Source: an optimization exercise on an open RTL-to-GDS flow (aim: small area, a short achievable clock period and few clock cycles per item). Production flows keep margins and buffers that such runs may drop. At most, simulation tests tie the RTL to the original design; equivalence was not proved. Power is estimated from default activity; no workload was simulated.

Design multiplier, start of the top module:
module multiplier #(
    parameter WIDTH = 32
)(
    input  logic                   clk,
    input  logic                   rst_n,
    input  logic                   start,
    input  logic [WIDTH-1:0]       a,
    input  logic [WIDTH-1:0]       b,
    output logic [2*WIDTH-1:0]     result,
    output logic                   done
);
==> flow/config.mk <==
export PLATFORM = sky130hd
export DESIGN_NAME = multiplier
export DESIGN_NICKNAME = multiplier
export VERILOG_FILES = /design/flow/design.v
export SDC_FILE = /design/flow/constraint.sdc
export NUM_CORES = 4
export LEC_CHECK = 0
export ABC_AREA = 1
export CAP_MARGIN = 20
export CORE_MARGIN = 2
export CORE_UTILIZATION = 40
export SLEW_MARGIN = 20
export SYNTH_HIERARCHICAL = 1
export SYNTH_MINIMUM_KEEP_SIZE = 0
==> flow/constraint.sdc <==
create_clock -name core_clock -period 5.0 [get_ports {clk}]
set_input_delay 1.0000 -clock core_clock [delete_from_list [all_inputs] [get_ports {clk}]]
set_output_delay 1.0000 -clock core_clock [all_outputs]
set_load 0.01 [all_outputs]
run.sh (not shown) runs the stock make flow with config.mk's settings and CLKGATE_MAP_FILE= SYNTH_SCRIPT=/design/flow/synth_recipe.tcl, a recipe that flattens the netlist after the stock synthesis.
The baseline finished clean.
==> next run, changes <==
- CORE_UTILIZATION: 40 -> 60
Effect: Wire length decreases by a few percent; setup slack gets worse by 0.022 ns; power rose slightly; via count climbs by a few percent; cell area went down slightly.
No functional check of the RTL was part of any run of this note.

Setup of oak:
Another version of the RTL of multiplier (not shown whole).
Size in the first run: about 140 flip-flops, ~130 I/O pins, about 27,000 µm² of cells after synthesis.
// multiplier
module multiplier #(
    parameter WIDTH = 32
)(
    input  logic                   clk,
    input  logic                   rst_n,
    input  logic                   start,
    input  logic [WIDTH-1:0]       a,
    input  logic [WIDTH-1:0]       b,
    output logic [2*WIDTH-1:0]     result,
    output logic                   done
);
  wire [34:0] bz = {2'b00, b, 1'b0};
  wire [15:0] bo, bt, bn;
  wire [32:0] ax = {1'b0, a};
  wire [32:0] ax2 = {a, 1'b0};
  wire [32:0] bp [0:15];
  genvar gi;
  generate
    for (gi = 0; gi < 16; gi = gi + 1) begin : g_booth
      assign bo[gi] = bz[2*gi+1] ^ bz[2*gi];
      assign bt[gi] = (bz[2*gi+2] & ~bz[2*gi+1] & ~bz[2*gi]) | (~bz[2*gi+2] & bz[2*gi+1] & bz[2*gi]);
      assign bn[gi] = bz[2*gi+2];
      assign bp[gi] = ({33{bo[gi]}} & ax | {33{bt[gi]}} & ax2) ^ {33{bn[gi]}};
    end
  endgenerate
  wire s1_s0, s1_c0;
  mul_fa s1_u0 (.x(bn[1]), .y(bp[0][2]), .z(bp[1][0]), .s(s1_s0), .c(s1_c0));
  wire s1_s1, s1_c1;
  mul_fa s1_u1 (.x(bp[0][3]), .y(bp[1][1]), .z(s1_c0), .s(s1_s1), .c(s1_c1));
  wire s1_s2, s1_c2;
  mul_fa s1_u2 (.x(bn[2]), .y(bp[0][4]), .z(bp[1][2]), .s(s1_s2), .c(s1_c2));
  wire s1_s3, s1_c3;
  mul_fa s1_u3 (.x(bp[2][0]), .y(s1_s2), .z(s1_c1), .s(s1_s3), .c(s1_c3));
  wire s1_s4, s1_c4;
  mul_fa s1_u4 (.x(bp[0][5]), .y(bp[1][3]), .z(bp[2][1]), .s(s1_s4), .c(s1_c4));
  wire s1_s5, s1_c5;
  mul_fa s1_u5 (.x(s1_c2), .y(s1_s4), .z(s1_c3), .s(s1_s5), .c(s1_c5));
  wire s1_s6, s1_c6;
  mul_fa s1_u6 (.x(bn[3]), .y(bp[0][6]), .z(bp[1][4]), .s(s1_s6), .c(s1_c6));
  ...
Settings: LEC_CHECK=0, ABC_AREA=1, CAP_MARGIN=20, CORE_MARGIN=2, CORE_UTILIZATION=40, SLEW_MARGIN=20, SYNTH_HIERARCHICAL=1, SYNTH_MINIMUM_KEEP_SIZE=0; clock period 5.0 ns.
Testbench counts of oak, summed over its fixed seeds: cycles 1,280, items 1,280.
## Diff of input files: pine against oak
==> flow/flow/run.sh (new file) <==
#!/bin/bash
# The standard layout (the standard.sh, unchanged synthesis), except that
# the input and output ports are buffered with sky130_fd_sc_hd__buf_2 cells
# instead of the delay cells that buffer_ports picks by default.
set -o pipefail
export BUFFER_PORTS_ARGS="-buffer_cell sky130_fd_sc_hd__buf_2"
bash standard.sh > standard.log 2>&1
==> flow/standard.sh (new file) <==
#!/bin/bash
# synth_recipe.tcl (not shown) runs the flow's synth.tcl, then flattens the netlist and writes it again
# the make line also repeats each setting of config.mk as NAME=value (left out here)
make -C /OpenROAD-flow-scripts/flow DESIGN_CONFIG=/design/flow/config.mk WORK_HOME=/design/flow/orfs CLKGATE_MAP_FILE= SYNTH_SCRIPT=/design/flow/synth_recipe.tcl "${@:-finish}"
-- flow/config.mk --
<<< oak, line 11
export CORE_UTILIZATION = 40
>>> pine, line 11
export CORE_UTILIZATION = 55
removed: flow/run.sh
==> run summary <==
Routed length per instance (lower): oak
The total die area in oak is 1.4 times that in pine.
pine: proportion of power drawn by combinational gates lower than oak
oak vs pine, capture point of the worst path: result[60] vs result[63]
pine vs. oak: part of the power in the clock network went up by 0.6 points.
Count of buffers not belonging to the clock network in the layout, pine and oak, lower one = pine.
Taking oak as the reference, in pine row count shows a reduction of about 15%; highest achievable clock rate lower; period utilization grew by 1.3 points; die outline height went down; count of multi-input combinational gates barely changed.
Comparing pine and oak, the lower area growth from synthesis to layout was measured on pine.
For birch, these inputs were changed with respect to pine:
-- flow/config.mk --
<<< pine, line 11
export CORE_UTILIZATION = 55
>>> birch, line 11
export CORE_UTILIZATION = 40
export PLACE_DENSITY = 0.75
--- outcome ---
- Launching instance or port of the critical path: r37_1 -> birch, r37_0 -> pine
- Compared with pine, birch shows a higher combinational power.
- Delta(clock group share of total power, birch - pine) < 0
- Max total power consumption of the routed design across birch and pine: birch

## garnet
multiplier again, from the RTL that the note above started with.
export LEC_CHECK = 0
export ABC_AREA = 1
export CAP_MARGIN = 20
export CORE_MARGIN = 2
export CORE_UTILIZATION = 40
export SETUP_SLACK_MARGIN = 0.3
export SLEW_MARGIN = 20
export SYNTH_HIERARCHICAL = 1
export SYNTH_MINIMUM_KEEP_SIZE = 0
create_clock -name core_clock -period 5.0 [get_ports {clk}]
Stock flow here: none of the scripts above is used.
Looking at the reports, garnet completed the entire flow and the layout it produced met the timing, design-rule and antenna checks.
Testbench counts of garnet, summed over its fixed seeds: cycles 1,280, items 1,280.
Edits applied to the flow inputs when going from garnet to fjord:
Settings: removing SETUP_SLACK_MARGIN (formerly 0.3).
==> flow/flow/run.sh (new file) <==
#!/bin/bash
# The standard layout (the standard.sh, unchanged synthesis), except that
# the input and output ports are buffered with sky130_fd_sc_hd__buf_2 cells
# instead of the delay cells that buffer_ports picks by default.
set -o pipefail
export BUFFER_PORTS_ARGS="-buffer_cell sky130_fd_sc_hd__buf_2"
bash standard.sh > standard.log 2>&1
==> flow/standard.sh (new file) <==
#!/bin/bash
# synth_recipe.tcl (not shown) runs the flow's synth.tcl, then flattens the netlist and writes it again
# the make line also repeats each setting of config.mk as NAME=value (left out here)
make -C /OpenROAD-flow-scripts/flow DESIGN_CONFIG=/design/flow/config.mk WORK_HOME=/design/flow/orfs CLKGATE_MAP_FILE= SYNTH_SCRIPT=/design/flow/synth_recipe.tcl "${@:-finish}"
removed: flow/run.sh
[summary]
In the metrics for fjord and garnet, the one carrying the higher clock tree buffer count of the final layout is garnet. Going from garnet to fjord, the post-cts sizing count was found to have gone down by 137. Clock share of power ended up 0.6 points higher on fjord than on garnet. fjord against garnet: worst-case hold slack fell 0.38 ns, switching share of power rose 2.3 points, final cell count fell 4.9%, fraction of standard cell area that is sequential rose 1.2 points. Sort fjord and garnet by final period demand of the worst path, descending, and garnet comes first. The setup slack of fjord is larger than that of garnet. Global-route usage: fjord < garnet. Comparing design area for fjord and garnet, the bigger number came from garnet.
Inputs modified between fjord and ember:
Settings: putting GPL_ROUTABILITY_DRIVEN at 0 where nothing was set.
Notes after the runs:
The run showing the greater logic depth of the worst path, buffers included is ember. Looking at areal power density over the cells, ember sits 0.35% higher than fjord does. On switching part of the total, ember tracks fjord almost exactly. As far as die height goes, fjord and ember are indistinguishable; the numbers are identical. Summary: with fjord as the reference, non-clock buffer count in ember moved down by a few percent.
Input changes introduced in pepper (baseline for comparison: ember):
Settings: removing GPL_ROUTABILITY_DRIVEN (formerly 0).
==> flow/flow/run.sh <==
#!/bin/bash
# The standard layout (the standard.sh, unchanged synthesis), except that
# the input and output ports are buffered with sky130_fd_sc_hd__buf_1 cells
# instead of the delay cells that buffer_ports picks by default.
set -o pipefail
export BUFFER_PORTS_ARGS="-buffer_cell sky130_fd_sc_hd__buf_1"
bash standard.sh > standard.log 2>&1
[summary]
- Post-route fraction of the period consumed by the critical path: lower on pepper
- Number of filler cells placed in the layout was higher in the run labelled pepper.
- Post-detailed-route via-to-cell ratio, ember and pepper, higher one = ember.
- Non-clock buffer count: lower on ember
- NOTE: setup slack of the critical path after layout in pepper exceeds that of ember
- pepper ends up with a number of diodes added for antenna fixing that is 4 lower than in ember.
- Horizontal die dimension came out exactly the same in ember and pepper.
- Total met2 wirelength after detailed routing: lower on ember
- [pepper] post-CTS repair timing setup buffer count rose 2 relative to ember
#### Input delta (onyx over pepper)
==> flow/flow/run.sh <==
#!/bin/bash
# The standard layout (the standard.sh, unchanged synthesis), except that
# the input and output ports are buffered with sky130_fd_sc_hd__buf_2 cells
# instead of the delay cells that buffer_ports picks by default, and that
# after global routing the gates off the critical paths are sized down again
# (ORFS's power recovery).
set -o pipefail
export BUFFER_PORTS_ARGS="-buffer_cell sky130_fd_sc_hd__buf_2"
export RECOVER_POWER=100
bash standard.sh > standard.log 2>&1
[summary]
- onyx: all stages done; final checks FAILED (max-capacitance violations, max-slew violations).
- For the leakage power figure, onyx came in 0.33% higher than pepper did.
- Area: onyx vs pepper -> onyx smaller
- Multi-input logic portion of the cell area: onyx vs pepper up 0.39 points
- There was hardly any difference in fraction of area in registers between onyx and pepper.
- When onyx is measured against pepper, its first-pass GRT wire length turns out about 2% lower.
- onyx vs pepper — non-clock buffer count in the final layout dropped by a few percent

==> separate check: timing with driven ports <==
Ports are ideal in the flow. The routed layouts listed here were re-timed in OpenROAD.
Step 1 assumes that a clkbuf_16 drives the clock port and a buf_2 every other input.
Step 2 adds t to the input delays and takes it off the output delays; t is the mean of the earliest and latest rising clock arrival at the registers after step 1. Input paths then give back, and output paths get back, about the clock's delay inside the block.
a / b / c = ideal ports / drivers / drivers and shift; a / b = the first two.
| run | t (ns) | setup slack, ns | slew at the worst register clock pin (ns) |
|---|---|---|---|
| the first run of note 1 | 0.565 | 0.099 / 0.036 / -0.377 | 0.08 / 0.08 |
| the second run of note 1 | 0.553 | 0.077 / 0.017 / -0.336 | 0.07 / 0.07 |
| oak | 0.568 | 0.164 / 0.100 / -0.364 | 0.07 / 0.07 |
| pine | 0.551 | 0.099 / 0.038 / -0.063 | 0.07 / 0.07 |
| birch | 0.573 | 0.107 / 0.044 / -0.208 | 0.08 / 0.08 |
| garnet | 0.555 | 0.051 / -0.012 / -0.156 | 0.07 / 0.07 |
| fjord | 0.552 | 0.145 / 0.084 / -0.042 | 0.08 / 0.08 |
| ember | 0.563 | 0.120 / 0.058 / -0.054 | 0.08 / 0.08 |
| pepper | 0.567 | 0.146 / 0.081 / -0.340 | 0.08 / 0.08 |
| onyx | 0.550 | 0.126 / 0.065 / -0.366 | 0.08 / 0.08 |
The setup slack of oak, which loses most, moves by -0.064 ns with the drivers and by -0.528 ns with both steps.
